From an optimization exercise on the open Yosys and OpenROAD flow, aimed at small area; shortcuts taken in it are not production practice. In this exercise RTL edits were held to simulation tests only and were not proved equivalent to the original. No activity file was given, so power comes from the tool's default toggle rates.

<file path="flow/run.sh">
#!/bin/bash
# synth_recipe.tcl (not shown) runs the flow's synth.tcl, then flattens the netlist and writes it again
# the make line also repeats each setting of config.mk as NAME=value (left out here)
make -C /OpenROAD-flow-scripts/flow DESIGN_CONFIG=/design/flow/config.mk WORK_HOME=/design/flow/orfs CLKGATE_MAP_FILE= SYNTH_SCRIPT=/design/flow/synth_recipe.tcl finish
</file>
<file path="flow/config.mk">
export PLATFORM = sky130hd
export DESIGN_NAME = Main
export DESIGN_NICKNAME = Main
export VERILOG_FILES = /design/flow/design.v
export SDC_FILE = /design/flow/constraint.sdc
export NUM_CORES = 4
export LEC_CHECK = 0
export CAP_MARGIN = 20
export CORE_MARGIN = 2
export CORE_UTILIZATION = 40
export SLEW_MARGIN = 20
</file>
<file path="flow/constraint.sdc">
create_clock -name core_clock -period 10.0 [get_ports {CLOCK_SIGNAL_IN}]
set_input_delay 2.0000 -clock core_clock [delete_from_list [all_inputs] [get_ports {CLOCK_SIGNAL_IN}]]
set_output_delay 2.0000 -clock core_clock [all_outputs]
set_load 0.01 [all_outputs]
</file>
<file path="flow/design.v">
`timescale 1ns / 1ps
module CRC(
  input [63:0] data_in,
  input crc_en,
  output [14:0] crc_out,
  input rst,
  input clk);
  reg [14:0] lfsr_q ,lfsr_c ;
  assign crc_out[14:0] = lfsr_q[14:0];
  always @(*) begin
     lfsr_c[0] = lfsr_q[0] ^ lfsr_q[2] ^ lfsr_q[3] ^ lfsr_q[8] ^ lfsr_q[9] ^ lfsr_q[12] ^ lfsr_q[13] ^ lfsr_q[14] ^ data_in[0] ^ data_in[1] ^ data_in[2] ^ data_in[3] ^ data_in[4] ^ data_in[6] ^ data_in[7] ^ data_in[9] ^ data_in[10] ^ data_in[11] ^ data_in[12] ^ data_in[14] ^ data_in[17] ^ data_in[19] ^ data_in[20] ^ data_in[21] ^ data_in[27] ^ data_in[29] ^ data_in[33] ^ data_in[37] ^ data_in[38] ^ data_in[43] ^ data_in[45] ^ data_in[48] ^ data_in[49] ^ data_in[51] ^ data_in[52] ^ data_in[57] ^ data_in[58] ^ data_in[61] ^ data_in[62] ^ data_in[63];
    lfsr_c[1] = lfsr_q[0] ^ lfsr_q[1] ^ lfsr_q[3] ^ lfsr_q[4] ^ lfsr_q[9] ^ lfsr_q[10] ^ lfsr_q[13] ^ lfsr_q[14] ^ data_in[1] ^ data_in[2] ^ data_in[3] ^ data_in[4] ^ data_in[5] ^ data_in[7] ^ data_in[8] ^ data_in[10] ^ data_in[11] ^ data_in[12] ^ data_in[13] ^ data_in[15] ^ data_in[18] ^ data_in[20] ^ data_in[21] ^ data_in[22] ^ data_in[28] ^ data_in[30] ^ data_in[34] ^ data_in[38] ^ data_in[39] ^ data_in[44] ^ data_in[46] ^ data_in[49] ^ data_in[50] ^ data_in[52] ^ data_in[53] ^ data_in[58] ^ data_in[59] ^ data_in[62] ^ data_in[63];
    lfsr_c[2] = lfsr_q[1] ^ lfsr_q[2] ^ lfsr_q[4] ^ lfsr_q[5] ^ lfsr_q[10] ^ lfsr_q[11] ^ lfsr_q[14] ^ data_in[2] ^ data_in[3] ^ data_in[4] ^ data_in[5] ^ data_in[6] ^ data_in[8] ^ data_in[9] ^ data_in[11] ^ data_in[12] ^ data_in[13] ^ data_in[14] ^ data_in[16] ^ data_in[19] ^ data_in[21] ^ data_in[22] ^ data_in[23] ^ data_in[29] ^ data_in[31] ^ data_in[35] ^ data_in[39] ^ data_in[40] ^ data_in[45] ^ data_in[47] ^ data_in[50] ^ data_in[51] ^ data_in[53] ^ data_in[54] ^ data_in[59] ^ data_in[60] ^ data_in[63];
    lfsr_c[3] = lfsr_q[0] ^ lfsr_q[5] ^ lfsr_q[6] ^ lfsr_q[8] ^ lfsr_q[9] ^ lfsr_q[11] ^ lfsr_q[13] ^ lfsr_q[14] ^ data_in[0] ^ data_in[1] ^ data_in[2] ^ data_in[5] ^ data_in[11] ^ data_in[13] ^ data_in[15] ^ data_in[19] ^ data_in[21] ^ data_in[22] ^ data_in[23] ^ data_in[24] ^ data_in[27] ^ data_in[29] ^ data_in[30] ^ data_in[32] ^ data_in[33] ^ data_in[36] ^ data_in[37] ^ data_in[38] ^ data_in[40] ^ data_in[41] ^ data_in[43] ^ data_in[45] ^ data_in[46] ^ data_in[49] ^ data_in[54] ^ data_in[55] ^ data_in[57] ^ data_in[58] ^ data_in[60] ^ data_in[62] ^ data_in[63];
    lfsr_c[4] = lfsr_q[0] ^ lfsr_q[1] ^ lfsr_q[2] ^ lfsr_q[3] ^ lfsr_q[6] ^ lfsr_q[7] ^ lfsr_q[8] ^ lfsr_q[10] ^ lfsr_q[13] ^ data_in[0] ^ data_in[4] ^ data_in[7] ^ data_in[9] ^ data_in[10] ^ data_in[11] ^ data_in[16] ^ data_in[17] ^ data_in[19] ^ data_in[21] ^ data_in[22] ^ data_in[23] ^ data_in[24] ^ data_in[25] ^ data_in[27] ^ data_in[28] ^ data_in[29] ^ data_in[30] ^ data_in[31] ^ data_in[34] ^ data_in[39] ^ data_in[41] ^ data_in[42] ^ data_in[43] ^ data_in[44] ^ data_in[45] ^ data_in[46] ^ data_in[47] ^ data_in[48] ^ data_in[49] ^ data_in[50] ^ data_in[51] ^ data_in[52] ^ data_in[55] ^ data_in[56] ^ data_in[57] ^ data_in[59] ^ data_in[62];
    lfsr_c[5] = lfsr_q[0] ^ lfsr_q[1] ^ lfsr_q[2] ^ lfsr_q[3] ^ lfsr_q[4] ^ lfsr_q[7] ^ lfsr_q[8] ^ lfsr_q[9] ^ lfsr_q[11] ^ lfsr_q[14] ^ data_in[1] ^ data_in[5] ^ data_in[8] ^ data_in[10] ^ data_in[11] ^ data_in[12] ^ data_in[17] ^ data_in[18] ^ data_in[20] ^ data_in[22] ^ data_in[23] ^ data_in[24] ^ data_in[25] ^ data_in[26] ^ data_in[28] ^ data_in[29] ^ data_in[30] ^ data_in[31] ^ data_in[32] ^ data_in[35] ^ data_in[40] ^ data_in[42] ^ data_in[43] ^ data_in[44] ^ data_in[45] ^ data_in[46] ^ data_in[47] ^ data_in[48] ^ data_in[49] ^ data_in[50] ^ data_in[51] ^ data_in[52] ^ data_in[53] ^ data_in[56] ^ data_in[57] ^ data_in[58] ^ data_in[60] ^ data_in[63];
    lfsr_c[6] = lfsr_q[0] ^ lfsr_q[1] ^ lfsr_q[2] ^ lfsr_q[3] ^ lfsr_q[4] ^ lfsr_q[5] ^ lfsr_q[8] ^ lfsr_q[9] ^ lfsr_q[10] ^ lfsr_q[12] ^ data_in[2] ^ data_in[6] ^ data_in[9] ^ data_in[11] ^ data_in[12] ^ data_in[13] ^ data_in[18] ^ data_in[19] ^ data_in[21] ^ data_in[23] ^ data_in[24] ^ data_in[25] ^ data_in[26] ^ data_in[27] ^ data_in[29] ^ data_in[30] ^ data_in[31] ^ data_in[32] ^ data_in[33] ^ data_in[36] ^ data_in[41] ^ data_in[43] ^ data_in[44] ^ data_in[45] ^ data_in[46] ^ data_in[47] ^ data_in[48] ^ data_in[49] ^ data_in[50] ^ data_in[51] ^ data_in[52] ^ data_in[53] ^ data_in[54] ^ data_in[57] ^ data_in[58] ^ data_in[59] ^ data_in[61];
    lfsr_c[7] = lfsr_q[1] ^ lfsr_q[4] ^ lfsr_q[5] ^ lfsr_q[6] ^ lfsr_q[8] ^ lfsr_q[10] ^ lfsr_q[11] ^ lfsr_q[12] ^ lfsr_q[14] ^ data_in[0] ^ data_in[1] ^ data_in[2] ^ data_in[4] ^ data_in[6] ^ data_in[9] ^ data_in[11] ^ data_in[13] ^ data_in[17] ^ data_in[21] ^ data_in[22] ^ data_in[24] ^ data_in[25] ^ data_in[26] ^ data_in[28] ^ data_in[29] ^ data_in[30] ^ data_in[31] ^ data_in[32] ^ data_in[34] ^ data_in[38] ^ data_in[42] ^ data_in[43] ^ data_in[44] ^ data_in[46] ^ data_in[47] ^ data_in[50] ^ data_in[53] ^ data_in[54] ^ data_in[55] ^ data_in[57] ^ data_in[59] ^ data_in[60] ^ data_in[61] ^ data_in[63];
    lfsr_c[8] = lfsr_q[0] ^ lfsr_q[3] ^ lfsr_q[5] ^ lfsr_q[6] ^ lfsr_q[7] ^ lfsr_q[8] ^ lfsr_q[11] ^ lfsr_q[14] ^ data_in[0] ^ data_in[4] ^ data_in[5] ^ data_in[6] ^ data_in[9] ^ data_in[11] ^ data_in[17] ^ data_in[18] ^ data_in[19] ^ data_in[20] ^ data_in[21] ^ data_in[22] ^ data_in[23] ^ data_in[25] ^ data_in[26] ^ data_in[30] ^ data_in[31] ^ data_in[32] ^ data_in[35] ^ data_in[37] ^ data_in[38] ^ data_in[39] ^ data_in[44] ^ data_in[47] ^ data_in[49] ^ data_in[52] ^ data_in[54] ^ data_in[55] ^ data_in[56] ^ data_in[57] ^ data_in[60] ^ data_in[63];
    lfsr_c[9] = lfsr_q[1] ^ lfsr_q[4] ^ lfsr_q[6] ^ lfsr_q[7] ^ lfsr_q[8] ^ lfsr_q[9] ^ lfsr_q[12] ^ data_in[1] ^ data_in[5] ^ data_in[6] ^ data_in[7] ^ data_in[10] ^ data_in[12] ^ data_in[18] ^ data_in[19] ^ data_in[20] ^ data_in[21] ^ data_in[22] ^ data_in[23] ^ data_in[24] ^ data_in[26] ^ data_in[27] ^ data_in[31] ^ data_in[32] ^ data_in[33] ^ data_in[36] ^ data_in[38] ^ data_in[39] ^ data_in[40] ^ data_in[45] ^ data_in[48] ^ data_in[50] ^ data_in[53] ^ data_in[55] ^ data_in[56] ^ data_in[57] ^ data_in[58] ^ data_in[61];
    lfsr_c[10] = lfsr_q[3] ^ lfsr_q[5] ^ lfsr_q[7] ^ lfsr_q[10] ^ lfsr_q[12] ^ lfsr_q[14] ^ data_in[0] ^ data_in[1] ^ data_in[3] ^ data_in[4] ^ data_in[8] ^ data_in[9] ^ data_in[10] ^ data_in[12] ^ data_in[13] ^ data_in[14] ^ data_in[17] ^ data_in[22] ^ data_in[23] ^ data_in[24] ^ data_in[25] ^ data_in[28] ^ data_in[29] ^ data_in[32] ^ data_in[34] ^ data_in[38] ^ data_in[39] ^ data_in[40] ^ data_in[41] ^ data_in[43] ^ data_in[45] ^ data_in[46] ^ data_in[48] ^ data_in[52] ^ data_in[54] ^ data_in[56] ^ data_in[59] ^ data_in[61] ^ data_in[63];
    lfsr_c[11] = lfsr_q[0] ^ lfsr_q[4] ^ lfsr_q[6] ^ lfsr_q[8] ^ lfsr_q[11] ^ lfsr_q[13] ^ data_in[1] ^ data_in[2] ^ data_in[4] ^ data_in[5] ^ data_in[9] ^ data_in[10] ^ data_in[11] ^ data_in[13] ^ data_in[14] ^ data_in[15] ^ data_in[18] ^ data_in[23] ^ data_in[24] ^ data_in[25] ^ data_in[26] ^ data_in[29] ^ data_in[30] ^ data_in[33] ^ data_in[35] ^ data_in[39] ^ data_in[40] ^ data_in[41] ^ data_in[42] ^ data_in[44] ^ data_in[46] ^ data_in[47] ^ data_in[49] ^ data_in[53] ^ data_in[55] ^ data_in[57] ^ data_in[60] ^ data_in[62];
    lfsr_c[12] = lfsr_q[1] ^ lfsr_q[5] ^ lfsr_q[7] ^ lfsr_q[9] ^ lfsr_q[12] ^ lfsr_q[14] ^ data_in[2] ^ data_in[3] ^ data_in[5] ^ data_in[6] ^ data_in[10] ^ data_in[11] ^ data_in[12] ^ data_in[14] ^ data_in[15] ^ data_in[16] ^ data_in[19] ^ data_in[24] ^ data_in[25] ^ data_in[26] ^ data_in[27] ^ data_in[30] ^ data_in[31] ^ data_in[34] ^ data_in[36] ^ data_in[40] ^ data_in[41] ^ data_in[42] ^ data_in[43] ^ data_in[45] ^ data_in[47] ^ data_in[48] ^ data_in[50] ^ data_in[54] ^ data_in[56] ^ data_in[58] ^ data_in[61] ^ data_in[63];
    lfsr_c[13] = lfsr_q[0] ^ lfsr_q[2] ^ lfsr_q[6] ^ lfsr_q[8] ^ lfsr_q[10] ^ lfsr_q[13] ^ data_in[3] ^ data_in[4] ^ data_in[6] ^ data_in[7] ^ data_in[11] ^ data_in[12] ^ data_in[13] ^ data_in[15] ^ data_in[16] ^ data_in[17] ^ data_in[20] ^ data_in[25] ^ data_in[26] ^ data_in[27] ^ data_in[28] ^ data_in[31] ^ data_in[32] ^ data_in[35] ^ data_in[37] ^ data_in[41] ^ data_in[42] ^ data_in[43] ^ data_in[44] ^ data_in[46] ^ data_in[48] ^ data_in[49] ^ data_in[51] ^ data_in[55] ^ data_in[57] ^ data_in[59] ^ data_in[62];
    lfsr_c[14] = lfsr_q[1] ^ lfsr_q[2] ^ lfsr_q[7] ^ lfsr_q[8] ^ lfsr_q[11] ^ lfsr_q[12] ^ lfsr_q[13] ^ data_in[0] ^ data_in[1] ^ data_in[2] ^ data_in[3] ^ data_in[5] ^ data_in[6] ^ data_in[8] ^ data_in[9] ^ data_in[10] ^ data_in[11] ^ data_in[13] ^ data_in[16] ^ data_in[18] ^ data_in[19] ^ data_in[20] ^ data_in[26] ^ data_in[28] ^ data_in[32] ^ data_in[36] ^ data_in[37] ^ data_in[42] ^ data_in[44] ^ data_in[47] ^ data_in[48] ^ data_in[50] ^ data_in[51] ^ data_in[56] ^ data_in[57] ^ data_in[60] ^ data_in[61] ^ data_in[62];
  end  
  always @(posedge clk or posedge rst) begin
    if(rst) begin
      lfsr_q <= {15{1'b1}};
    end
    else begin
       lfsr_q[14:0] <= crc_en ? lfsr_c[14:0] : lfsr_q[14:0];
    end
  end  
endmodule  
`timescale 1ns / 1ps
module OneShot(
    input pulse,
    input clk,
    input rst,
    output reg out
    );
parameter waiting_l = 2'b00, on = 2'b01, waiting_h = 2'b10;
reg[1:0] next_state, current_state;
always @ (posedge clk or posedge rst) begin
	if(rst) begin
		current_state <= waiting_l;
	end
	else begin
		current_state <= next_state;
	end
end
always @ (current_state or pulse) begin
	if(current_state == on) begin
		next_state <= waiting_h;
	end
	else if(current_state == waiting_h) begin
		if(pulse) begin
			next_state <= waiting_h;
		end
		else begin
			next_state <= waiting_l;
		end
	end
	else if(pulse) begin
		next_state<= on;
	end
	else begin
		next_state<= waiting_l;
	end
end
always @(current_state or rst) begin
	if(rst)
		out <= 1'b0;
	else if(current_state == on)
		out <= 1'b1;
	else 
		out <= 1'b0;
end
endmodule
`timescale 1ns / 1ps
module can_tx(
	output reg tx,
	output reg can_bitstuff,
	output reg txing,
	input rx,
	input[10:0] address,
	input clk,
	input baud_tick,
	input rst,
	input [63:0] data,
	input send_data,
	input bitstuffed_output,
	input clear_to_tx
	);
	wire rx_buf;
	assign rx_buf = rx;
	parameter all_ones = 15'b111111111111111;
	parameter idle = 8'h0,  start_of_frame = 8'h1, addressing =8'h2 ,rtr = 8'h3 ,ide = 8'h4, reserve_bit = 8'h5, num_of_bytes = 8'h6,
			data_out = 8'h7, crc_out = 8'h8, crc_delimiter = 8'h9 , ack = 8'hA, ack_delimiter =  8'hB, end_of_frame = 8'hC, waiting = 8'hD;
	parameter bytes = 5'd8;
	reg[10:0] address_count, crc_count, eof_count, data_bit_count, data_byte_count;
	reg[7:0] c_state, n_state;
	reg[14:0] crc_output, crc_holder;
	wire one_shotted_send;
	wire[14:0] crc_buff;
	CRC cyclic_red_check(data, one_shotted_send, crc_buff,rst,clk);
	OneShot os(send_data, clk, rst, one_shotted_send);
	always @(crc_buff or crc_holder) begin
		if(crc_buff != all_ones) 
			crc_output <= crc_buff;
		else
			crc_output <= crc_holder;
	end
	always @ (posedge clk or posedge rst) begin
		if(rst == 1) begin
			crc_holder <= 15'd0;
		end
		else begin
			crc_holder <= crc_output;
		end
	end
	always @ (posedge clk or posedge rst) begin
		if(rst == 1) begin
			c_state <= 32'd0;
		end
		else if(baud_tick) begin
			c_state <= n_state;
		end
	end
	always @ (posedge clk) begin
		if(baud_tick)
		case(c_state) 
			idle: begin
				address_count <= 11'd0;
				data_bit_count<= 11'd0;
				data_byte_count<= 11'd0;
				crc_count <= 11'd0; 
				eof_count <= 11'd0;
			end
			waiting: begin
				address_count <= 11'd0;
				data_bit_count<= 11'd0;
				data_byte_count<= 11'd0;
				crc_count <= 11'd0; 
				eof_count <= 11'd0;
			end
			start_of_frame:begin
				address_count <= 11'd0;
				data_bit_count<= 11'd0;
				data_byte_count<= 11'd0;
				crc_count <= 11'd0; 
				eof_count <= 11'd0;
			end
			addressing: begin
				address_count <= address_count + 1'b1;
				data_bit_count<= 11'd0;
				data_byte_count<= 11'd0;
				crc_count <= 11'd0; 
				eof_count <= 11'd0;
			end
			rtr: begin
				address_count <= 11'd0;
				data_bit_count<= 11'd0;
				data_byte_count<= 11'd0;
				crc_count <= 11'd0; 
				eof_count <= 11'd0;
			end
			ide: begin
				address_count <= 11'd0;
				data_bit_count<= 11'd0;
				data_byte_count<= 11'd0;
				crc_count <= 11'd0; 
				eof_count <= 11'd0;
			end
			reserve_bit: begin
				address_count <= 11'd0;
				data_bit_count<= 11'd0;
				data_byte_count<= 11'd0;
				crc_count <= 11'd0; 
				eof_count <= 11'd0;
			end
			num_of_bytes: begin
				address_count <= 11'd0;
				data_bit_count<= 11'd0;
				data_byte_count<= data_byte_count +1'b1;
				crc_count <= 11'd0; 
				eof_count <= 11'd0;
			end
			data_out: begin
				address_count <= 11'd0;
				data_bit_count<= data_bit_count +1'b1;
				data_byte_count<= 11'd0;
				crc_count <= 11'd0; 
				eof_count <= 11'd0;
			end
			crc_out: begin
				address_count <= 11'd0;
				data_bit_count<= 11'd0;
				data_byte_count<= 11'd0;
				crc_count <= crc_count + 1'b1; 
				eof_count <= 11'd0;
			end
			crc_delimiter: begin
				address_count <= 11'd0;
				data_bit_count<= 11'd0;
				data_byte_count<= 11'd0;
				crc_count <= 11'd0; 
				eof_count <= 11'd0;
			end
			ack: begin
				address_count <= 11'd0;
				data_bit_count<= 11'd0;
				data_byte_count<= 11'd0;
				crc_count <= 11'd0; 
				eof_count <= 11'd0;
			end
			ack_delimiter:begin
				address_count <= 11'd0;
				data_bit_count<= 11'd0;
				data_byte_count<= 11'd0;
				crc_count <= 11'd0; 
				eof_count <= 11'd0;
			end
			end_of_frame: begin
				address_count <= 11'd0;
				data_bit_count<= 11'd0;
				data_byte_count<= 11'd0;
				crc_count <= 11'd0; 
				eof_count <= eof_count +1'b1;
			end
			default: begin
				address_count <= 11'd0;
				data_bit_count<= 11'd0;
				data_byte_count<= 11'd0;
				crc_count <= 11'd0; 
				eof_count <= 11'd0;
			end
		endcase
	end
	always @ (c_state or rx_buf or data or send_data or address_count or bitstuffed_output or data_byte_count
		or data_bit_count or crc_count or eof_count or clear_to_tx or crc_output) begin
		case(c_state)
			idle: begin
				if(send_data && clear_to_tx) begin
					n_state <= start_of_frame;
				end
				else begin
					n_state <= idle;
				end
			end
			start_of_frame: begin
				if(!rx_buf) begin
					n_state <= addressing;
				end
				else begin
					n_state <= waiting;
				end
			end
			waiting: begin
				if(send_data && clear_to_tx) begin
					n_state <= start_of_frame;
				end
				else begin
					n_state <= waiting;
				end
			end
			addressing: begin
				if(rx_buf != bitstuffed_output) begin
					n_state <= waiting;  
				end
				else if(address_count == 11'd10) begin
					n_state <= rtr;
				end
				else begin
					n_state <= addressing;
				end
			end
			rtr: begin
				n_state <= ide;
			end
			ide: begin
				n_state <= reserve_bit;
			end
			reserve_bit: begin
				n_state <= num_of_bytes;
			end
			num_of_bytes: begin
				if(data_byte_count == 11'd3) begin
					n_state <= data_out;
				end
				else begin
					n_state <= num_of_bytes;
				end
			end
			data_out: begin
				if(data_bit_count == 11'd63) begin
					n_state <= crc_out;
				end
				else begin
					n_state <= data_out;
				end
			end
			crc_out: begin
				if(crc_count == 11'd14) begin
					n_state <= crc_delimiter;
				end
				else begin
					n_state <= crc_out;
				end
			end
			crc_delimiter: begin
				n_state <= ack;
			end
			ack: begin
				n_state <= ack_delimiter;
			end
			ack_delimiter: begin
				n_state <= end_of_frame;
			end
			end_of_frame: begin
				if(eof_count == 11'd6) begin
					n_state <= idle;
				end
				else begin
					n_state <= end_of_frame;
				end
			end
			default:
			begin
				n_state <= idle;
			end
		endcase
	end
	always @(c_state or address or data or crc_output or crc_count or data_byte_count or data_bit_count or address_count) begin
		case(c_state) 
			idle: begin
				tx <= 1;
				can_bitstuff <= 0;
				txing <= 1'b0;
			end
			addressing: begin
				tx <= address[11'd10-address_count];
				can_bitstuff <= 1;
				txing <= 1'b1;
			end
			start_of_frame: begin
				tx<= 0;
				can_bitstuff <= 1'b0;
				txing <= 1'b1;
			end
			rtr: begin
				tx <= 0;
				can_bitstuff <= 1;
				txing <= 1'b1;
			end
			ide: begin
				tx <= 0;
				can_bitstuff <= 1;
				txing <= 1'b1;
			end
			reserve_bit: begin
				tx <= 0;
				can_bitstuff <= 1;
				txing <= 1'b1;
			end
			num_of_bytes: begin
				tx <= bytes[11'd3-data_byte_count];
				can_bitstuff <= 1;
				txing <= 1'b1;
			end
			data_out: begin
				tx <= data[11'd63-data_bit_count];
				can_bitstuff <= 1;
				txing <= 1'b1;
			end
			crc_out: begin
				tx <= crc_output[11'd14-crc_count];
				can_bitstuff <= 1;
				txing <= 1'b1;
			end
			crc_delimiter: begin
				tx <= 1;
				can_bitstuff <= 0;
				txing <= 1'b1;
			end
			ack: begin
				tx <= 1;
				can_bitstuff <= 0;
				txing <= 1'b1;
			end
			ack_delimiter:begin
				tx <= 1;
				can_bitstuff <= 0;
				txing <= 1'b1;
			end
			end_of_frame: begin
				tx <= 1;
				can_bitstuff <= 0;
				txing <= 1'b1;
			end
			waiting: begin
				tx <= 1;
				can_bitstuff <= 0;
				txing <= 1'b0;
			end
			default: begin
				tx <= 1;
				can_bitstuff <= 0;
				txing <= 1'b1;
			end
		endcase
	end
endmodule
`timescale 1ns / 1ps
module tx_container(
	output reg tx,
	output txing,
	input rx,
	input rxing,
	input[10:0] address,
	input clk,
	input baud_tick,
	input rst,
	input [63:0] data,
	input send_data
    );
	parameter  init = 2'h0,  ones = 2'h1, zeros = 2'h2;
	wire clear_to_tx;
	wire tx_buf;
	assign clear_to_tx =1;
	reg bit_stuffing;
	reg[1:0] c_state, n_state;
	reg[31:0] bit_stuffing_count;
	wire can_bitstuff;
	can_tx tx_block(tx_buf,can_bitstuff,txing,rx,address,clk,baud_tick,rst,data,send_data,tx,clear_to_tx);
	always @ (posedge clk or posedge rst) begin
		if(rst) begin
			bit_stuffing_count<= 0;
			bit_stuffing <= 0;
		end
		else begin
			if(n_state != c_state) begin
				bit_stuffing_count<= 0;
				bit_stuffing <= 0;
			end
			else if(!can_bitstuff) begin
				bit_stuffing_count <= 0;
				bit_stuffing <= 0;
			end 
			else if(bit_stuffing_count >= 5000)begin
				bit_stuffing_count <= 0;
				bit_stuffing <= 0;
			end
			else if(bit_stuffing_count >= 4000)begin
				bit_stuffing_count <= bit_stuffing_count + 1;
				bit_stuffing <= 1;
			end
			else begin
				bit_stuffing_count <= bit_stuffing_count +1;
				bit_stuffing <= 0;
			end
		end
	end
	always @ (posedge clk) begin
		c_state <= n_state;
	end
	always @ (tx_buf) begin
		if(tx_buf == 1) begin
			n_state<= ones;
		end
		else begin
			n_state <= zeros;
		end
	end
	always @ (bit_stuffing or tx_buf) begin
		if(bit_stuffing) begin
			tx <= ~tx_buf;
		end
		else begin
			tx <= tx_buf;
		end
	end
endmodule
`timescale 1ns / 1ps
module BaudGen(clk,rst,baud_clk,baud_tick);
input clk,rst;
output reg baud_clk;
output baud_tick;
parameter EndCount = 10'd800;
reg[9:0] count;
assign baud_tick = !rst && (count == EndCount) && !baud_clk;
always@(posedge clk)begin
	if(rst == 1) begin
		count <=10'd0;
		baud_clk <= 10'd0;
	end
	else if(count == EndCount) begin
		count <= 10'd0; 
		baud_clk <= ~baud_clk;
		end
	else begin
		count <= count + 10'd1;
		baud_clk <= baud_clk;
		end
	end
endmodule
`timescale 1ns / 1ps
module Main(
	output CAN_TX,
	output txing,
	input CAN_RX,
	input RESET,
	input CLOCK_SIGNAL_IN,
	input send_data,
	input[10:0] address,
	input[63:0] transmit_data
	);
	wire[63:0] tx_data;
	wire clk;
	wire baud_clk, baud_tick;
	assign tx_data = transmit_data;
	parameter rxing = 1'b1;
	assign clk = CLOCK_SIGNAL_IN;
	BaudGen baud_calc(clk,RESET,baud_clk,baud_tick);
	tx_container tx_can(CAN_TX,txing,CAN_RX,rxing,address,clk,baud_tick,RESET,tx_data,send_data);
endmodule
</file>
==> results.txt <==
CTS
The TritonCTS buffer count is 17. The clock root buffer master is clkbuf_16. Clock-pin slew was measured on the worst setup and hold paths at 0.05 ns. The clock insertion delay at the later pin of the skew report is 0.41 ns. In this run, post-CTS hold repair placed 0 buffers.

Once the clock tree was built, the setup fixing pass inserted 0 buffers. TritonCTS built the clock tree. The maximum number of buffers from clock root to sink is 2.

The post-cts resize count is 0. The clock drives 137 sinks. The number of H-tree levels is 4.

Hold path
The tightest min-delay check is of the reg2reg type. Along the worst hold path, the cell count comes to 1. The worst min-delay path endpoint is baud_calc.count[0].

The hold path startpoint is baud_calc.count[0].

Floorplanning
The core box area is 24110 um^2. 81 I/O pins were placed. The die span in y is 160.0 um. The die covers 25590 um^2. In this run the horizontal extent of the chip is 160.0 um. The initial utilization of the core area, before any placement, comes to 0.4037.

After floorplanning, the core was divided into 57 placement rows.

Cells and area
The count of cells in the finished layout, fillers not included, comes to 1393. The ratio of cells with drive above 1 in the final layout is 0.06922. The final standard cell utilization of the core is 0.4764.

The number of antenna diodes in the final layout is 0. The area added between synthesis and finish is 18.00%. The final layout net count is 1150. The commonest non-fill, non-tap cell in the layout is xnor2_1. Counting the fill cells in the layout gives 2352. The library cells used most frequently in the layout, excluding fill and tap cells, are xnor2_1, nor2_1, xor2_1.

STA
The minimum period implied by the final worst setup slack is 7.331 ns. Summed over all failing endpoints, the final setup total negative slack is 0 ns. For the pin with the worst max-slew slack, the measured transition is 0.9091 ns. The final setup slack of the worst path is 2.669 ns. The relative slew slack is 0.3939. The max-slew violation total from the final report was 0. Setup violations remaining at the end of the flow were counted as 0.

Setup repair after global routing left no endpoint under its margin. The upper clock frequency limit is 136.4 MHz. Clock skew on the completed layout was measured at 0.006588 ns. In the finished design, the share of the clock period the worst path needs comes to 0.7331. The number of hold-slack violations in the final timing report came to 0. Hold timing on the final database bottoms out at a slack of 0.4719 ns.

GRT
The number of antenna violations at the first check in global routing is 0. Entering global routing, the biggest net connects 71 pins. The via count of the first global-routing pass is 7155.

The overall fraction of global-route tracks in use is 0.1906. The first global-routing pass estimated 38.52 mm of wire. The total global routing overflow is 0.

Pwr
Across the VDD grid, the largest voltage drop is 0.3761 mV. The total power density per cell area is 256.7 nW/um^2. The leakage power is 3.988 nW.

Synthesis
Counting flops with an async set or reset pin after synthesis yields a share of 0.5036. The count of synthesis-stage warnings from yosys is 5. The number of synthesized flops with an enable pin is 55. The register bit total from synthesis is 137.

The most instantiated flip-flop cell in the synthesis netlist is edfxtp_1. After synthesis the cells add up to 9732 um^2. The count of unique library cells instantiated by Yosys is 64. The sequential share of the synthesized area is 0.3758. The cell count after synthesis came out at 977.

The post-synthesis average cell area is 9.961 um^2.

Setup path
Walking the worst path, the cells encountered are clkdlybuf4s50_1, mux4_1, mux4_2, nand3_1, o21ai_1, a311o_1, or2_2, inv_1, xnor2_1, clkdlybuf4s50_1. The start-to-end type of the worst setup path is in2out. Of all nets on the critical path, the largest fanout is 5. The signal arrival time at the worst endpoint is 5.33 ns. STA classifies the critical path startpoint as a primary input. The worst reg2reg path depth is 10.

The largest single stage delay on the critical path is 0.59 ns. The startpoint of the worst register-to-register path is tx_can.tx_block.cyclic_red_check.lfsr_q[1]. The slowest stage of the critical path belongs to the cell mux4_1. At the worst endpoint, the required time is 8.00 ns. The cell with the most instances on the worst path is clkdlybuf4s50_1. In this run the register-to-register setup slack is 6.16 ns. The endpoint class of the critical path is an output pin. The endpoint of the worst register-to-register path is tx_can.bit_stuffing_count[12].

Routing
Using the TritonRoute via totals, the vias-per-cell ratio works out to 5.103. The per-cell routed wire length is 17.07 um. The number of DRC violations after detailed-routing iteration 0 is 500. The remaining antenna violation count after routing is 0.

The routed design has 23.79 mm of wire. Across all layers, the routed design uses 7109 vias. The number of detailed-route iterations in the first pass is 5. The remaining design rule violation count is 0.

Flow run
The tool flagged a number of max-cap violations equal to 0.

Place
The global placer's final weighted congestion is 0.9480. The number of placed instances, taps included, is 1361. Detailed placement ended at an HPWL of 18.11 mm. The number of I/O port buffers is 80. The worst slack at placement is 2.670 ns.

Run status
The flow ran to the end and the layout has no timing, DRC or antenna violations.
[worst max-delay path by stage]
stage | start | endpoint | slack (ns)
after global placement | transmit_data[31] | CAN_TX | 2.70
after detailed placement | transmit_data[27] | CAN_TX | 2.67
after CTS | transmit_data[27] | CAN_TX | 2.67
after floorplan | RESET | tx_can.tx_block.c_state[1] | 2.68
after global routing | transmit_data[27] | CAN_TX | 2.53
final | transmit_data[27] | CAN_TX | 2.67
[state kept, by name, summed over array words and instances (netlist names), 11 cells and up]
| name | count |
|---|---|
| tx_can.tx_block.cyclic_red_check.lfsr_q | 15 |
| tx_can.tx_block.crc_holder | 15 |
| tx_can.tx_block.address_count | 11 |
| tx_can.tx_block.data_bit_count | 11 |
| tx_can.tx_block.data_byte_count | 11 |
| tx_can.tx_block.crc_count | 11 |
| tx_can.tx_block.eof_count | 11 |
| tx_can.bit_stuffing_count | 32 |
[layout make-up]
cell class / instances / area, um^2 / area share
Multi-Input combinational cell: 793 / 5873 / 0.5114
Sequential cell: 137 / 3657 / 0.3185
Timing Repair Buffer: 83 / 823.3 / 0.07169
Clock buffer: 19 / 432.9 / 0.03770
Tap cell: 324 / 405.4 / 0.03530
Clock inverter: 13 / 201.4 / 0.01754
Inverter: 24 / 90.09 / 0.007845
[per-layer routing]
layer | up-vias | GRT usage | share of wire | wire length (um)
met2 | 179 | 0.3013 | 0.46 | 10860
met3 | 31 | 0.04338 | 0.053 | 1266
met4 | 0 | 0.05979 | 0.022 | 531
met1 | 3434 | 0.2605 | 0.47 | 11120
li1 | 3465 | - | - | -
met5 | - | 0 | 0 | 0
[logic make-up (layout without fill, tap and decap cells)]
kind of cell / Yosys count / count (layout) / share of synthesized area
xor gates and xnor gates: 338 / 338 / 0.3057
and+or+nand+nor: 301 / 301 / 0.1517
DFF: 137 / 137 / 0.3758
AOI/OAI and AO/OA: 83 / 83 / 0.05683
buffers and inverters: 65 / 139 / 0.02816
muxes: 37 / 37 / 0.06210
adders and majority gates: 15 / 15 / 0.01929
other: 1 / 19 / 0.0003853
[power breakdown]
part / switching (W) / total, W / internal (W)
Clock: 0.000235 / 0.000675 / 0.000440
Combinational: 0.000764 / 0.00154 / 0.000772
Sequential: 0.0000659 / 0.000736 / 0.000670
Total: 0.00106 / 0.00295 / 0.00188
[stage by stage]
| stage | total power (W) | cell area, um^2 |
|---|---|---|
| 6_report | 0.002947 | 11480 |
| 5_1_grt | 0.003116 | 11480 |
| 4_1_cts | 0.002965 | 11480 |
| 3_5_place_dp | 0.002277 | 10850 |
| 3_3_place_gp | 0.002274 | 10850 |
| 2_1_floorplan | 0.001946 | 9799 |
[critical path: cells and delay by family]
kind	cells	cell delay [ns]
buffers and inverters	3	1.19
multiplexers	2	1.09
AO/OA/AOI/OAI	2	0.49
XOR/XNOR	1	0.15
AND/OR/NAND/NOR	2	0.41
[cell usage after synthesis, types with 4 or more instances]
cell / count / area share
a21oi_1: 12 / 0.0062
a31oi_1: 5 / 0.0032
and2_1: 5 / 0.0032
and3_1: 16 / 0.010
and4_1: 8 / 0.0072
clkbuf_1: 35 / 0.014
dfrtp_1: 54 / 0.14
dfstp_2: 15 / 0.040
dfxtp_1: 13 / 0.027
edfxtp_1: 55 / 0.17
ha_1: 15 / 0.019
inv_1: 23 / 0.0089
mux2_2: 10 / 0.012
mux2i_1: 12 / 0.012
mux4_1: 9 / 0.024
mux4_2: 6 / 0.014
nand2_1: 59 / 0.023
nand2b_1: 6 / 0.0039
nand3_1: 44 / 0.023
nand4_1: 7 / 0.0045
nand4b_1: 5 / 0.0045
nor2_1: 98 / 0.038
nor2b_1: 7 / 0.0045
nor3_1: 13 / 0.0067
nor4_1: 13 / 0.0084
nor4b_1: 4 / 0.0036
o21a_1: 4 / 0.0031
o21ai_0: 29 / 0.015
xnor2_1: 254 / 0.23
xor2_1: 83 / 0.075

## re-timing with driven ports
The results above use ideal ports. As a check the final layout listed here was re-extracted and re-timed, cells and wires unchanged. Step 1: set_driving_cell puts a clkbuf_16 on CLOCK_SIGNAL_IN and a buf_2 on each other input, an assumption about the parent block. Step 2 times the ports against the registers' clock, not the clock port: input delays grow and output delays shrink by t, the midpoint of the rising clock arrivals with the driver on. a / b / c = no drivers / after step 1 / after step 2; a / b = the first two.
t, ns: 0.456
slack for setup (ns): 2.669 / 2.649 / 2.649
clock arrival spread, ns: 0.007 / 0.007
worst slew at a driven data input, ns: 0.07
pins driven straight from the clock port: 1
After both steps setup and hold are still met in this run. For this run, drivers alone change the setup slack by -0.020 ns; drivers and shift together by -0.020 ns.
